From an optimization exercise on the open Yosys and OpenROAD flow, aimed at small area, a short achievable clock period and few clock cycles; shortcuts taken in it are not production practice. Function was checked by simulation only, so behaviour that the tests miss may differ from the original. Power and IR drop assume default switching activity.

$ cat flow/design.v
module block(inp_north, inp_west, clk, rst, outp_south, outp_east, result);
	input [7:0] inp_north, inp_west;
	output reg [7:0] outp_south, outp_east;
	input clk, rst;
	output reg [31:0] result;
	wire [31:0] multi;
	always @(posedge rst or posedge clk) begin
		if(rst) begin
			result <= 0;
			outp_east <= 0;
			outp_south <= 0;
		end
		else begin
			result <= result + multi;
			outp_east <= inp_west;
			outp_south <= inp_north;
		end
	end
	assign multi = inp_north*inp_west;
endmodule
module systolic_array
#(  parameter ADDR_BITS=16, 
	parameter DATA_BITS=32,
	parameter DATAC_BITS=128,
	parameter S0 = 3'b000,
	parameter S1 = 3'b001,
	parameter S2 = 3'b010,
	parameter S3 = 3'b011,
	parameter S4 = 3'b100,
	parameter S5 = 3'b101,
	parameter S6 = 3'b110
)
(
	input clk,
	input sa_rst_n,
	output  wire [2:0] 			 	    state_SA_o,
	input busy,
	output done,
	output [7:0] inp_north0_o,
	output [7:0] inp_north1_o,
	output [7:0] inp_north2_o,
	output [7:0] inp_north3_o,
	output [7:0] inp_west0_o, 
	output [7:0] inp_west4_o, 
	output [7:0] inp_west8_o, 
	output [7:0] inp_west12_o,
	output [31:0] result0_o,
	input [DATA_BITS-1:0] local_buffer_A0,
	input [DATA_BITS-1:0] local_buffer_A1,
	input [DATA_BITS-1:0] local_buffer_A2,
	input [DATA_BITS-1:0] local_buffer_A3,
	input [DATA_BITS-1:0] local_buffer_B0,
	input [DATA_BITS-1:0] local_buffer_B1,
	input [DATA_BITS-1:0] local_buffer_B2,
	input [DATA_BITS-1:0] local_buffer_B3,
	output [DATAC_BITS-1:0] local_buffer_C0,
	output [DATAC_BITS-1:0] local_buffer_C1,
	output [DATAC_BITS-1:0] local_buffer_C2,
	output [DATAC_BITS-1:0] local_buffer_C3
);
	reg [3:0] count;
	reg [2:0] 							state;
	reg	done_temp;
	assign state_SA_o = state;
	assign result0_o = result7;
	wire [7:0] inp_north0, inp_north1, inp_north2, inp_north3;
	wire [7:0] inp_west0, inp_west4, inp_west8, inp_west12;
	wire [7:0] outp_south0, outp_south1, outp_south2, outp_south3, outp_south4, outp_south5, outp_south6, outp_south7, outp_south8, outp_south9, outp_south10, outp_south11, outp_south12, outp_south13, outp_south14, outp_south15;
	wire [7:0] outp_east0, outp_east1, outp_east2, outp_east3, outp_east4, outp_east5, outp_east6, outp_east7, outp_east8, outp_east9, outp_east10, outp_east11, outp_east12, outp_east13, outp_east14, outp_east15;
	wire [31:0] result0, result1, result2, result3, result4, result5, result6, result7, result8, result9, result10, result11, result12, result13, result14, result15;
	assign inp_north0_o = inp_north0;
	assign inp_north1_o = inp_north1;
	assign inp_north2_o = inp_north2;
	assign inp_north3_o = inp_north3;
	assign inp_west0_o = inp_west0;
	assign inp_west4_o = inp_west4;
	assign inp_west8_o = inp_west8;
	assign inp_west12_o = inp_west12;
	wire rst;
	assign rst = ~sa_rst_n;
	block P0 (inp_north0, inp_west0, clk, rst, outp_south0, outp_east0, result0);
	block P1 (inp_north1, outp_east0, clk, rst, outp_south1, outp_east1, result1);
	block P2 (inp_north2, outp_east1, clk, rst, outp_south2, outp_east2, result2);
	block P3 (inp_north3, outp_east2, clk, rst, outp_south3, outp_east3, result3);
	block P4 (outp_south0, inp_west4, clk, rst, outp_south4, outp_east4, result4);
	block P5 (outp_south1, outp_east4, clk, rst, outp_south5, outp_east5, result5);
	block P6 (outp_south2, outp_east5, clk, rst, outp_south6, outp_east6, result6);
	block P7 (outp_south3, outp_east6, clk, rst, outp_south7, outp_east7, result7);
	block P8 (outp_south4, inp_west8, clk, rst, outp_south8, outp_east8, result8);
	block P9 (outp_south5, outp_east8, clk, rst, outp_south9, outp_east9, result9);
	block P10 (outp_south6, outp_east9, clk, rst, outp_south10, outp_east10, result10);
	block P11 (outp_south7, outp_east10, clk, rst, outp_south11, outp_east11, result11);
	block P12 (outp_south8, inp_west12, clk, rst, outp_south12, outp_east12, result12);
	block P13 (outp_south9, outp_east12, clk, rst, outp_south13, outp_east13, result13);
	block P14 (outp_south10, outp_east13, clk, rst, outp_south14, outp_east14, result14);
	block P15 (outp_south11, outp_east14, clk, rst, outp_south15, outp_east15, result15);
	always@(negedge clk) begin
		if (!sa_rst_n) begin
			state <= S0;
		end else begin
			case(state)
				S0: begin
					if (sa_rst_n) begin
						state <= S1;
					end
					else begin
						state <= S0;
					end
				end
				S1: begin
					if (count == (7+4)) begin
						state <= S2;
					end
					else begin
						state <= S1;
					end
				end
				S2: begin
					state <= S0;
				end
				default: begin 
					state <= S0;
				end
			endcase
		end
	end
integer addr_n0, addr_n1, addr_n2, addr_n3;
integer addr_w0, addr_w4, addr_w8, addr_w12;
	always @(posedge clk) begin
		case(state)
			S0: begin 
				addr_n0 <= 0;
				addr_n1 <= -1;
				addr_n2 <= -2;
				addr_n3 <= -3;
				addr_w0 <= 0;
				addr_w4 <= -1;
				addr_w8 <= -2;
				addr_w12 <= -3;
				count <= 0;
				done_temp <= 0;
				local_buffer_A[0] <= local_buffer_A0;
				local_buffer_A[1] <= local_buffer_A1;
				local_buffer_A[2] <= local_buffer_A2;
				local_buffer_A[3] <= local_buffer_A3;
				local_buffer_B[0] <= local_buffer_B0;
				local_buffer_B[1] <= local_buffer_B1;
				local_buffer_B[2] <= local_buffer_B2;
				local_buffer_B[3] <= local_buffer_B3;
			end
			S1: begin 
				addr_n0 <= addr_n0 + 1;
				addr_n1 <= addr_n1 + 1;
				addr_n2 <= addr_n2 + 1;
				addr_n3 <= addr_n3 + 1;
				addr_w0 <= addr_w0 + 1;
				addr_w4 <= addr_w4 + 1;
				addr_w8 <= addr_w8 + 1;
				addr_w12 <= addr_w12 + 1;
				count <= count + 1;
				done_temp <= 0;
			end
			S2: begin 
				count <= 0;
				done_temp <= 1;
				local_buffer_C[0] <= {result0, result1, result2, result3};
				local_buffer_C[1] <= {result4, result5, result6, result7};
				local_buffer_C[2] <= {result8, result9, result10, result11};
				local_buffer_C[3] <= {result12, result13, result14, result15};
            end
			default: begin 
				addr_n0 <= 0;
				addr_n1 <= -1;
				addr_n2 <= -2;
				addr_n3 <= -3;
				addr_w0 <= 0;
				addr_w4 <= -1;
				addr_w8 <= -2;
				addr_w12 <= -3;
				count <= 0;
				done_temp <= 0;
            end
		endcase
	end
    reg [31:0]local_buffer_A[3:0];
    reg [31:0]local_buffer_B[3:0];
	reg [127:0]local_buffer_C[3:0];
	assign local_buffer_C0 = local_buffer_C[0];
	assign local_buffer_C1 = local_buffer_C[1];
	assign local_buffer_C2 = local_buffer_C[2];
	assign local_buffer_C3 = local_buffer_C[3];
	reg [7:0] inp_north0_temp, inp_north1_temp, inp_north2_temp, inp_north3_temp;
	reg [7:0] inp_west0_temp, inp_west4_temp, inp_west8_temp, inp_west12_temp;
	always @(*) begin
		if(addr_n0 >= 0 && addr_n0 < 4) begin
			case (addr_n0)
				0: inp_north0_temp <= local_buffer_B[0][31:24];
				1: inp_north0_temp <= local_buffer_B[1][31:24];
				2: inp_north0_temp <= local_buffer_B[2][31:24];
				3: inp_north0_temp <= local_buffer_B[3][31:24];
				default: inp_north0_temp <= 8'b0;
			endcase
		end 
		else begin
			inp_north0_temp <= 8'b0;
		end 
		if(addr_n1 >= 0 && addr_n1 < 4) begin
			case (addr_n1)
				0: inp_north1_temp <= local_buffer_B[0][23:16];
				1: inp_north1_temp <= local_buffer_B[1][23:16];
				2: inp_north1_temp <= local_buffer_B[2][23:16];
				3: inp_north1_temp <= local_buffer_B[3][23:16];
				default: inp_north1_temp <= 8'b0;
			endcase
		end else begin
			inp_north1_temp <= 8'b0;
		end
		if(addr_n2 >= 0 && addr_n2 < 4) begin
			case (addr_n2)
				0: inp_north2_temp <= local_buffer_B[0][15:8];
				1: inp_north2_temp <= local_buffer_B[1][15:8];
				2: inp_north2_temp <= local_buffer_B[2][15:8];
				3: inp_north2_temp <= local_buffer_B[3][15:8];
				default: inp_north2_temp <= 8'b0;
			endcase
		end else begin
			inp_north2_temp <= 8'b0;
		end
		if(addr_n3 >= 0 && addr_n3 < 4) begin
			case(addr_n3)
				0: inp_north3_temp <= local_buffer_B[0][7:0];
				1: inp_north3_temp <= local_buffer_B[1][7:0];
				2: inp_north3_temp <= local_buffer_B[2][7:0];
				3: inp_north3_temp <= local_buffer_B[3][7:0];
				default: inp_north3_temp <= 8'b0;
			endcase
		end else begin
			inp_north3_temp <= 8'b0;
		end
		if(addr_w0 >= 0 && addr_w0 < 4) begin
			case (addr_w0)
				0: inp_west0_temp <= local_buffer_A[0][31:24];
				1: inp_west0_temp <= local_buffer_A[1][31:24];
				2: inp_west0_temp <= local_buffer_A[2][31:24];
				3: inp_west0_temp <= local_buffer_A[3][31:24];
				default: inp_west0_temp <= 8'b0;
			endcase
		end else begin
			inp_west0_temp <= 8'b0;
		end
		if(addr_w4 >= 0 && addr_w4 < 4) begin
			case (addr_w4)
				0: inp_west4_temp <= local_buffer_A[0][23:16];
				1: inp_west4_temp <= local_buffer_A[1][23:16];
				2: inp_west4_temp <= local_buffer_A[2][23:16];
				3: inp_west4_temp <= local_buffer_A[3][23:16];
				default: inp_west4_temp <= 8'b0;
			endcase
		end else begin
			inp_west4_temp <= 8'b0;
		end
		if(addr_w8 >= 0 && addr_w8 < 4) begin
			case (addr_w8)
				0: inp_west8_temp <= local_buffer_A[0][15:8];
				1: inp_west8_temp <= local_buffer_A[1][15:8];
				2: inp_west8_temp <= local_buffer_A[2][15:8];
				3: inp_west8_temp <= local_buffer_A[3][15:8];
				default: inp_west8_temp <= 8'b0;
			endcase
		end else begin
			inp_west8_temp <= 8'b0;
		end
		if(addr_w12 >= 0 && addr_w12 < 4) begin
			case (addr_w12)
				0: inp_west12_temp <= local_buffer_A[0][7:0];
				1: inp_west12_temp <= local_buffer_A[1][7:0];
				2: inp_west12_temp <= local_buffer_A[2][7:0];
				3: inp_west12_temp <= local_buffer_A[3][7:0];
				default: inp_west12_temp <= 8'b0;
			endcase
		end else begin
			inp_west12_temp <= 8'b0;
		end
	end
    assign inp_north0 = inp_north0_temp;
    assign inp_north1 = inp_north1_temp;
    assign inp_north2 = inp_north2_temp;
    assign inp_north3 = inp_north3_temp;
    assign inp_west0 = inp_west0_temp;
    assign inp_west4 = inp_west4_temp;
    assign inp_west8 = inp_west8_temp;
    assign inp_west12 = inp_west12_temp;
	assign done = done_temp;
endmodule
module TPU_fsm
#(  parameter ADDR_BITS=16, 
	parameter DATA_BITS=32,
	parameter DATAC_BITS=128,
	parameter S0 = 4'b0000,
	parameter S1 = 4'b0001,
	parameter S2 = 4'b0010,
	parameter S3 = 4'b0011,
	parameter S4 = 4'b0100,
	parameter S5 = 4'b0101,
	parameter S6 = 4'b0110,
	parameter S7 = 4'b0111,
	parameter S8 = 4'b1000,
	parameter S9 = 4'b1001
)
(
	input   wire                     	clk,
	input   wire                     	rst_n,
	output  wire [3:0] 			 	    state_TPU_o,
    input            					in_valid,
	input								done,
    input [7:0]      					K,
    input [7:0]     					M,
    input [7:0]      					N,
    output     							busy,
    output      						sa_rst_n,
	output      						A_wr_en,
	output [15:0]    					A_index,
	input  [31:0]    					A_data_out,
	output      						B_wr_en,
	output [15:0]    					B_index,
	input  [31:0]    					B_data_out,
	output      						C_wr_en,
    output  [ADDR_BITS-1:0]    			C_index,
    output  [DATAC_BITS-1:0]    		C_data_in,
	output [DATA_BITS-1:0] local_buffer_A0,
	output [DATA_BITS-1:0] local_buffer_A1,
	output [DATA_BITS-1:0] local_buffer_A2,
	output [DATA_BITS-1:0] local_buffer_A3,
	output [DATA_BITS-1:0] local_buffer_B0,
	output [DATA_BITS-1:0] local_buffer_B1,
	output [DATA_BITS-1:0] local_buffer_B2,
	output [DATA_BITS-1:0] local_buffer_B3,
	input [DATAC_BITS-1:0] local_buffer_C0,
	input [DATAC_BITS-1:0] local_buffer_C1,
	input [DATAC_BITS-1:0] local_buffer_C2,
	input [DATAC_BITS-1:0] local_buffer_C3
);
	reg [15:0]				 			i, j;
	integer								t;
	reg [3:0] 							state;
	assign state_TPU_o = state;
	reg A_wr_en_temp;
	reg B_wr_en_temp;
	reg C_wr_en_temp;
	reg busy_temp;
	reg sa_rst_n_temp;
	reg [DATAC_BITS-1:0] result[3:0];
	wire [DATAC_BITS-1:0] result_temp[3:0];
	assign result_temp[0] = local_buffer_C0;
	assign result_temp[1] = local_buffer_C1;
	assign result_temp[2] = local_buffer_C2;
	reg [7:0]    K_reg;
	reg [7:0]    M_reg;
	reg [7:0]    N_reg;
	assign result_temp[3] = local_buffer_C3;
	reg [5:0] check_Koffset_times;
	reg [5:0] check_Moffset_times;
	reg [5:0] check_Noffset_times;
	reg [5:0] Koffset_times;
	reg [5:0] Moffset_times;
	reg [5:0] Noffset_times;
	reg [7:0] Koffset;
	reg [7:0] Moffset;
	reg [7:0] Noffset;
	reg [ADDR_BITS-1:0] Moffset_index_o;
	reg [ADDR_BITS-1:0] Noffset_index_o;
always @(posedge clk) begin
		if(in_valid) begin
			K_reg <= K;
			M_reg <= M;
			N_reg <= N;
			check_Koffset_times <= (K==4) ? 0 : (K>>2);
			check_Moffset_times <= (M==4) ? 0 : (M>>2);
			check_Noffset_times <= (N==4) ? 0 : (N>>2);
		end
end
	assign A_wr_en = A_wr_en_temp;
	assign B_wr_en = B_wr_en_temp;
	assign C_wr_en = C_wr_en_temp;
	assign busy = busy_temp;	
	assign sa_rst_n = sa_rst_n_temp;
	reg [ADDR_BITS-1:0]    			A_index_temp;
	reg [ADDR_BITS-1:0]    			B_index_temp;
	reg [ADDR_BITS-1:0]    			C_index_temp;
	reg [DATAC_BITS-1:0]			C_data_in_temp;
	assign	A_index = A_index_temp;
	assign	B_index = B_index_temp;
	assign	C_index = C_index_temp;
	assign 	C_data_in = C_data_in_temp;
	reg [DATA_BITS-1:0]	local_buffer_A[3:0];
	reg [DATA_BITS-1:0]	local_buffer_B[3:0];
	assign local_buffer_A0 = local_buffer_A[0];
	assign local_buffer_A1 = local_buffer_A[1];
	assign local_buffer_A2 = local_buffer_A[2];
	assign local_buffer_A3 = local_buffer_A[3];
	assign local_buffer_B0 = local_buffer_B[0];
	assign local_buffer_B1 = local_buffer_B[1];
	assign local_buffer_B2 = local_buffer_B[2];
	assign local_buffer_B3 = local_buffer_B[3];
	always@(negedge clk) begin
		if (!rst_n) begin
			state <= S0;
		end else begin
			case(state)
				S0: begin
					if (in_valid) begin
						state <= S1;
					end
					else begin
						state <= S0;
					end
				end
				S1: begin
					if (i == 4) begin
						state <= S3;
					end
					else begin
						state <= S2;
					end
				end
				S2: begin
					state <= S1;
				end
				S3: begin
					if (done) begin
						state <= S6;
					end
					else begin
						state <= S3;
					end
				end
				S4: begin
					if (j == 4) begin
						if (Moffset_times == check_Moffset_times) begin
							if (Noffset_times == check_Noffset_times) begin
								state <= S0;
							end
							else begin
								state <= S9;
							end
						end	
						else begin
							state <= S8;
						end
					end
					else begin
						state <= S5;
					end
				end
				S5: begin
					state <= S4;
				end
				S6: begin
					if(Koffset_times == check_Koffset_times) begin
						state <= S4;
					end
					else begin
						state <= S7;
					end
				end
				S7: begin
					state <= S1;
				end
				S8: begin
					state <= S1;
				end
				S9: begin
					state <= S1;
				end
				default: begin 
					state <= S0;
				end
			endcase
		end
	end
	always @(posedge clk) begin
		case(state)
			S0: begin
				A_wr_en_temp <= 1'b0;
				B_wr_en_temp <= 1'b0;
				C_wr_en_temp <= 1'b0;
				busy_temp <= 1'b0;
				sa_rst_n_temp <= 1'b0;
				i=0;
				j=0;
				for (t = 0; t <4; t = t + 1)
					result[t] <= 128'b0;
				Koffset_times <= 0;
				Koffset <= 0;
				Moffset_times <= 0;
				Moffset <= 0;
				Moffset_index_o <= 0;
				Noffset_times <= 0;
				Noffset <= 0;
				Noffset_index_o <= 0;
			end
			S1: begin
				A_wr_en_temp <= 1'b0;
				B_wr_en_temp <= 1'b0;
				C_wr_en_temp <= 1'b0;
				busy_temp <= 1'b1;
				sa_rst_n_temp <= 1'b0;
				A_index_temp <= i + Koffset + Moffset;
				B_index_temp <= i + Koffset + Noffset;
			end
			S2: begin
				A_wr_en_temp <= 1'b0;
				B_wr_en_temp <= 1'b0;
				C_wr_en_temp <= 1'b0;
				busy_temp <= 1'b1;
				sa_rst_n_temp <= 1'b0;
				if ( A_index_temp < K_reg * (Moffset_times+1)) begin
					local_buffer_A[i] <= A_data_out;
					local_buffer_B[i] <= B_data_out;
				end
				else begin
					local_buffer_A[i] <= 32'b0;
					local_buffer_B[i] <= 32'b0;
				end
				i <= i + 1;
			end
			S3: begin
				A_wr_en_temp <= 1'b0;
				B_wr_en_temp <= 1'b0;
				C_wr_en_temp <= 1'b0;
				busy_temp <= 1'b1;
				sa_rst_n_temp <= 1'b1;
			end
			S4: begin
				A_wr_en_temp <= 1'b0;
				B_wr_en_temp <= 1'b0;
				C_wr_en_temp <= 1'b1;
				busy_temp <= 1'b1;
				sa_rst_n_temp <= 1'b1;
				C_index_temp = j + Moffset_index_o + Noffset_index_o;
			end
			S5: begin
				A_wr_en_temp <= 1'b0;
				B_wr_en_temp <= 1'b0;
				C_wr_en_temp <= 1'b1;
				busy_temp <= 1'b1;
				sa_rst_n_temp <= 1'b1;
				C_data_in_temp <= result[j];
				j <= j + 1;
			end
			S6: begin
				A_wr_en_temp <= 1'b0;
				B_wr_en_temp <= 1'b0;
				C_wr_en_temp <= 1'b0;
				busy_temp <= 1'b1;
				sa_rst_n_temp <= 1'b0;
				for (t = 0; t < 4; t = t + 1)
					result[t] <= result[t] + result_temp[t];
			end
			S7: begin
				A_wr_en_temp <= 1'b0;
				B_wr_en_temp <= 1'b0;
				C_wr_en_temp <= 1'b0;
				busy_temp <= 1'b1;
				sa_rst_n_temp <= 1'b0;
				Koffset_times <= Koffset_times + 1;
				Koffset <= Koffset + 4;
				i <= 0;
			end
			S8: begin
				A_wr_en_temp <= 1'b0;
				B_wr_en_temp <= 1'b0;
				C_wr_en_temp <= 1'b0;
				busy_temp <= 1'b1;
				sa_rst_n_temp <= 1'b0;
				i=0;
				j=0;
				for (t = 0; t <4; t = t + 1)
					result[t] <= 128'b0;
				Koffset_times <= 0;
				Koffset <= 0;
				Moffset_times <= Moffset_times + 1;
				Moffset <= Moffset + K_reg;
				Moffset_index_o <= Moffset_index_o + 4;
			end
			S9: begin
				A_wr_en_temp <= 1'b0;
				B_wr_en_temp <= 1'b0;
				C_wr_en_temp <= 1'b0;
				busy_temp <= 1'b1;
				sa_rst_n_temp <= 1'b0;
				i=0;
				j=0;
				for (t = 0; t <4; t = t + 1)
					result[t] <= 128'b0;
				Koffset_times <= 0;
				Koffset <= 0;
				Moffset_times <= 0;
				Moffset <= 0;
				Moffset_index_o <= 0;
				Noffset_times <= Noffset_times + 1;
				Noffset <= Noffset + K_reg;
				Noffset_index_o <= Noffset_index_o + M_reg;
			end
		endcase
	end
endmodule
module TPU
#(  parameter ADDR_BITS=16, 
	parameter DATA_BITS=32,
	parameter DATAC_BITS=128
)(
    clk,
    rst_n,
    in_valid,
    K,
    M,
    N,
    busy,
    A_index,
    A_data_out,
    B_index,
    B_data_out,
    C_wr_en,
    C_index,
    C_data_in
);
input clk;
input rst_n;
input            in_valid;
input [7:0]      K;
input [7:0]      M;
input [7:0]      N;
output           busy;
output [15:0]    A_index;
input  [31:0]    A_data_out;
output [15:0]    B_index;
input  [31:0]    B_data_out;
output           C_wr_en;
output [15:0]    C_index;
output [127:0]   C_data_in;
wire done;
wire sa_rst_n;
wire [DATA_BITS-1:0]	local_buffer_A0;
wire [DATA_BITS-1:0]	local_buffer_A1;
wire [DATA_BITS-1:0]	local_buffer_A2;
wire [DATA_BITS-1:0]	local_buffer_A3;
wire [DATA_BITS-1:0]	local_buffer_B0;
wire [DATA_BITS-1:0]	local_buffer_B1;
wire [DATA_BITS-1:0]	local_buffer_B2;
wire [DATA_BITS-1:0]	local_buffer_B3;
wire [DATAC_BITS-1:0]	local_buffer_C0;
wire [DATAC_BITS-1:0]	local_buffer_C1;
wire [DATAC_BITS-1:0]	local_buffer_C2;
wire [DATAC_BITS-1:0]	local_buffer_C3;
TPU_fsm TPU_fsm1(
    .clk(clk),
	.rst_n(rst_n),
	.state_TPU_o(),
    .in_valid(in_valid),
    .done(done),
    .K(K),
    .M(M),
    .N(N),
    .busy(busy),
    .sa_rst_n(sa_rst_n),
	.A_wr_en(),
	.A_index(A_index),
	.A_data_out(A_data_out),
	.B_wr_en(),
	.B_index(B_index),
	.B_data_out(B_data_out),
	.C_wr_en(C_wr_en),
    .C_index(C_index),
    .C_data_in(C_data_in),
	.local_buffer_A0(local_buffer_A0),
	.local_buffer_A1(local_buffer_A1),
	.local_buffer_A2(local_buffer_A2),
	.local_buffer_A3(local_buffer_A3),
	.local_buffer_B0(local_buffer_B0),
	.local_buffer_B1(local_buffer_B1),
	.local_buffer_B2(local_buffer_B2),
	.local_buffer_B3(local_buffer_B3),
	.local_buffer_C0(local_buffer_C0),
	.local_buffer_C1(local_buffer_C1),
	.local_buffer_C2(local_buffer_C2),
	.local_buffer_C3(local_buffer_C3)
);
systolic_array systolic_array1(
	.clk(clk),
	.sa_rst_n(sa_rst_n),
    .state_SA_o(),
    .busy(busy),
	.done(done),
	.inp_north0_o(),
	.inp_north1_o(),
	.inp_north2_o(),
	.inp_north3_o(),
	.inp_west0_o(), 
	.inp_west4_o(), 
	.inp_west8_o(), 
	.inp_west12_o(),
    .result0_o(),
	.local_buffer_A0(local_buffer_A0),
	.local_buffer_A1(local_buffer_A1),
	.local_buffer_A2(local_buffer_A2),
	.local_buffer_A3(local_buffer_A3),
	.local_buffer_B0(local_buffer_B0),
	.local_buffer_B1(local_buffer_B1),
	.local_buffer_B2(local_buffer_B2),
	.local_buffer_B3(local_buffer_B3),
	.local_buffer_C0(local_buffer_C0),
	.local_buffer_C1(local_buffer_C1),
	.local_buffer_C2(local_buffer_C2),
	.local_buffer_C3(local_buffer_C3)
);
endmodule
$ cat flow/run.sh
#!/bin/bash
# synth_recipe.tcl (not shown) runs the flow's synth.tcl, then flattens the netlist and writes it again
# the make line also repeats each setting of config.mk as NAME=value (left out here)
make -C /OpenROAD-flow-scripts/flow DESIGN_CONFIG=/design/flow/config.mk WORK_HOME=/design/flow/orfs CLKGATE_MAP_FILE= SYNTH_SCRIPT=/design/flow/synth_recipe.tcl finish
$ cat flow/config.mk
export PLATFORM = sky130hd
export DESIGN_NAME = TPU
export DESIGN_NICKNAME = TPU
export VERILOG_FILES = /design/flow/design.v
export SDC_FILE = /design/flow/constraint.sdc
export NUM_CORES = 4
export LEC_CHECK = 0
export CAP_MARGIN = 20
export CORE_MARGIN = 2
export CORE_UTILIZATION = 40
export SLEW_MARGIN = 20
$ cat flow/constraint.sdc
create_clock -name core_clock -period 10.0 [get_ports {clk}]
set_input_delay 2.0000 -clock core_clock [delete_from_list [all_inputs] [get_ports {clk}]]
set_output_delay 2.0000 -clock core_clock [all_outputs]
set_load 0.01 [all_outputs]
==> impl_metrics.tcl <==
set metrics [dict create \
    start_kind "flip-flop" \
    dp.cells 22600 \
    die_y_um 672 \
    synth_cell_type_count 98 \
    clock_path_buffers 4 \
    firstDrtPassIters 9 \
    clkLatencyLatePin_ns 0.98 \
    yosysMostFrequentCell "edfxtp_1" \
    cp.required_ns 10.81 \
    tightest_slew_ns 1.27 \
    drc 0 \
    ant_nets 0 \
    power.density_nw_per_um2 292 \
    yosysWarnings 7 \
    fp-row-count 245 \
    drt-initial-drc-count 11400 \
    syn_nets 19000 \
    synthFlopType "edfxtp_1" \
    rsz0062_at_grt "false" \
    clkPwrFrac 0.213 \
    grt_max_degree 145 \
    p_sw_frac 0.428 \
    synth_top_area_frac 0.354 \
    timing.final.hold_violations 0 \
    internal_power_uw 33400 \
    pwr-share-seq 0.310 \
    clk_pin_slew_ns 0.06 \
    comb_power_share 0.477 \
    synth-edff-count 2107 \
    async_flop_share 0.249 \
    cts_hold_buf 0 \
    post_cts_buffers 0 \
    yosys-top-cells-area "edfxtp_1 35%, dfrtp_1 9.9%, fa_1 9.6%, ha_1 9.3%, inv_1 3.9%" \
    layout.nets 19300 \
    fin_crit_sh 0.830 \
    place_area_um2 188000 \
    io_pins 269 \
    yosys_register_bits 2822 \
    post_cts_resized 0 \
    clockRootBuffer "clkbuf_16" \
    wl_per_cell_um 21.7 \
    synthesis.area_um2 179000 \
    leakage_uw 0.0846 \
    hpwl_um 395000 \
    relSlewSlack 0.131 \
    vdd_ir_drop_max_uv 401 \
    ys_seq_area_frac 0.454 \
    htree_num_levels 5 \
    reg_top3 "TPU_fsm1.result: 512 flops, systolic_array1.local_buffer_C: 512 flops" \
    syn_inst 16800 \
    grt_pass1_vias 124000 \
    core_um2 445000 \
    yosys.area.top_type "edfxtp_1" \
    fin_cells 23300 \
    io_buffers 268 \
    design.die.area_um2 452000 \
    die-width_um 672 \
    syn_area_per_cell_um2 10.7 \
    period_minus_slack_ns 8.30 \
    cp-end-kind "flip-flop" \
    hold_path.class "reg2async" \
    cap_violations 0 \
    drive_above_1_share 0.0449 \
    final_cell_area_um2 200000 \
    netlist_top_cells_count "2,107 x edfxtp_1, 1,857 x inv_1, 1,439 x nand2_1" \
    crit_arrival_ns 9.11 \
    grt_pass1_wl_um 765000 \
    cts_buffers 327 \
    track_usage 0.220 \
    clock_sinks 2822 \
    place.gp.congestion 0.987 \
    antenna_found_initial 39 \
    start_util 0.402 \
    outcome "finished clean" \
    slew_violations 0 \
    setup_viol 0 \
    totalNegativeSetupSlack_ns 0 \
    worst_clock_skew_ns 0.0715 \
    vias 125000 \
    critPathKind "reg2reg" \
    worstPathMaxFanout 9 \
    cts_tree "built" \
    syn_to_final_growth_pct 11.8 \
    gr-total-overflow 0 \
    routed_wl_um 506000 \
    viasPerCell 5.36 \
    netSwitchingPower_uw 25000 \
    max_freq_mhz 120 \
]
power by group through the flow:
| stage | logic [µW] | registers, µW | clock network, µW |
|---|---|---|---|
| after global placement | 27400 | 18200 | 4.34 |
| final | 27900 | 18100 | 12400 |
| after CTS | 27700 | 18000 | 12700 |
| after detailed placement | 27500 | 18200 | 4.34 |
| after global routing | 30900 | 18300 | 13100 |
| after floorplan | 19500 | 17600 | 4.34 |
through the flow:
stage	hold WS (ns)	setup WS, ns	power [µW]	util
floorplan	0.352	-11.91	37200	-
global placement	0.285	1.75	45600	0.424
detailed placement	0.286	1.70	45800	0.424
CTS	0.289	1.70	58400	0.448
global route	0.329	1.04	62300	0.449
finish	0.269	1.70	58400	0.449
routing by layer:
layer  global-route usage  routed length [µm]  up-vias
met5                    0                  13        -
li1                     -                   -    58900
met4               0.0812               21000        2
met1                0.321              235000    61800
met2                0.338              221000     3357
met3               0.0263               28400      720
worst max-delay path: stages (launching register included):
cell and delay, ns:
edfxtp_1 0.49, nor4_1 0.40, nand4_1 0.17, nor2_1 0.41, and2_1 0.37, a22oi_1 0.15
nand2_1 0.46, nand2_1 0.15, fa_1 0.52, inv_1 0.05, fa_1 0.49, inv_1 0.05
fa_1 0.48, fa_1 0.49, inv_1 0.04, ha_1 0.31, o21ai_0 0.12, a21boi_0 0.15
o21ai_0 0.27, a21boi_0 0.17, o21ai_0 0.26, a21boi_0 0.16, o21ai_0 0.26, a21boi_0 0.32
o41a_1 0.44, a31oi_1 0.64, nor3b_1 0.14, xor2_1 0.18
placed cells by master (no fill, tap or decap), types with 229 or more instances in the layout:
| master | Yosys | routed |
|---|---|---|
| ha_1 | 1323 | 1319 |
| a21oi_1 | 1037 | 1036 |
| nor2_1 | 1391 | 1389 |
| clkbuf_16 | 0 | 339 |
| o21bai_1 | 229 | 229 |
| fa_1 | 853 | 853 |
| nand3_1 | 313 | 313 |
| inv_1 | 1857 | 1861 |
| nand4_1 | 329 | 329 |
| o21ai_0 | 667 | 666 |
| clkdlybuf4s50_1 | 0 | 268 |
| nor2b_1 | 231 | 230 |
| nand2_1 | 1439 | 1438 |
| xor2_1 | 453 | 453 |
| xnor2_1 | 688 | 688 |
| a21o_1 | 282 | 282 |
| dfrtp_1 | 704 | 704 |
| and2_1 | 549 | 545 |
| edfxtp_1 | 2107 | 2107 |
final cells by class:
cell class	count	area [µm²]
tap	5928	7420
fill	41500	245000
inverter	1857	6990
timing repair buffer	409	3990
antenna	45	113
clock inverter	181	2040
sequential	2822	81100
clock buffer	427	9030
multi-input combinational	11600	88900
path summary, 6_finish.rpt:
check	from	endpoint	slack, ns	cells after the start
max	systolic_array1.addr_w12[19]	systolic_array1.P12.result[31]	1.70	27
min	TPU_fsm1.sa_rst_n_temp	systolic_array1.P3.result[2]	0.27	1
min reg2reg	TPU_fsm1.sa_rst_n_temp	systolic_array1.P3.result[2]	0.27	1
min in group core_clock	TPU_fsm1.local_buffer_A[1][30]	systolic_array1.local_buffer_A[1][30]	0.40	0
max in group asynchronous	TPU_fsm1.sa_rst_n_temp	systolic_array1.P0.result[14]	6.27	5
max reg2reg	systolic_array1.addr_w12[19]	systolic_array1.P12.result[31]	1.70	27
cell families after synthesis:
kind of cell | synth area share
compound gates | 0.110
buf+inv | 0.0489
fa+ha+maj | 0.188
simple gates | 0.136
flops | 0.454
mux | 0.00740
xor+xnor | 0.0560
Testbench counts, summed over its fixed seeds: cycles 150,754.
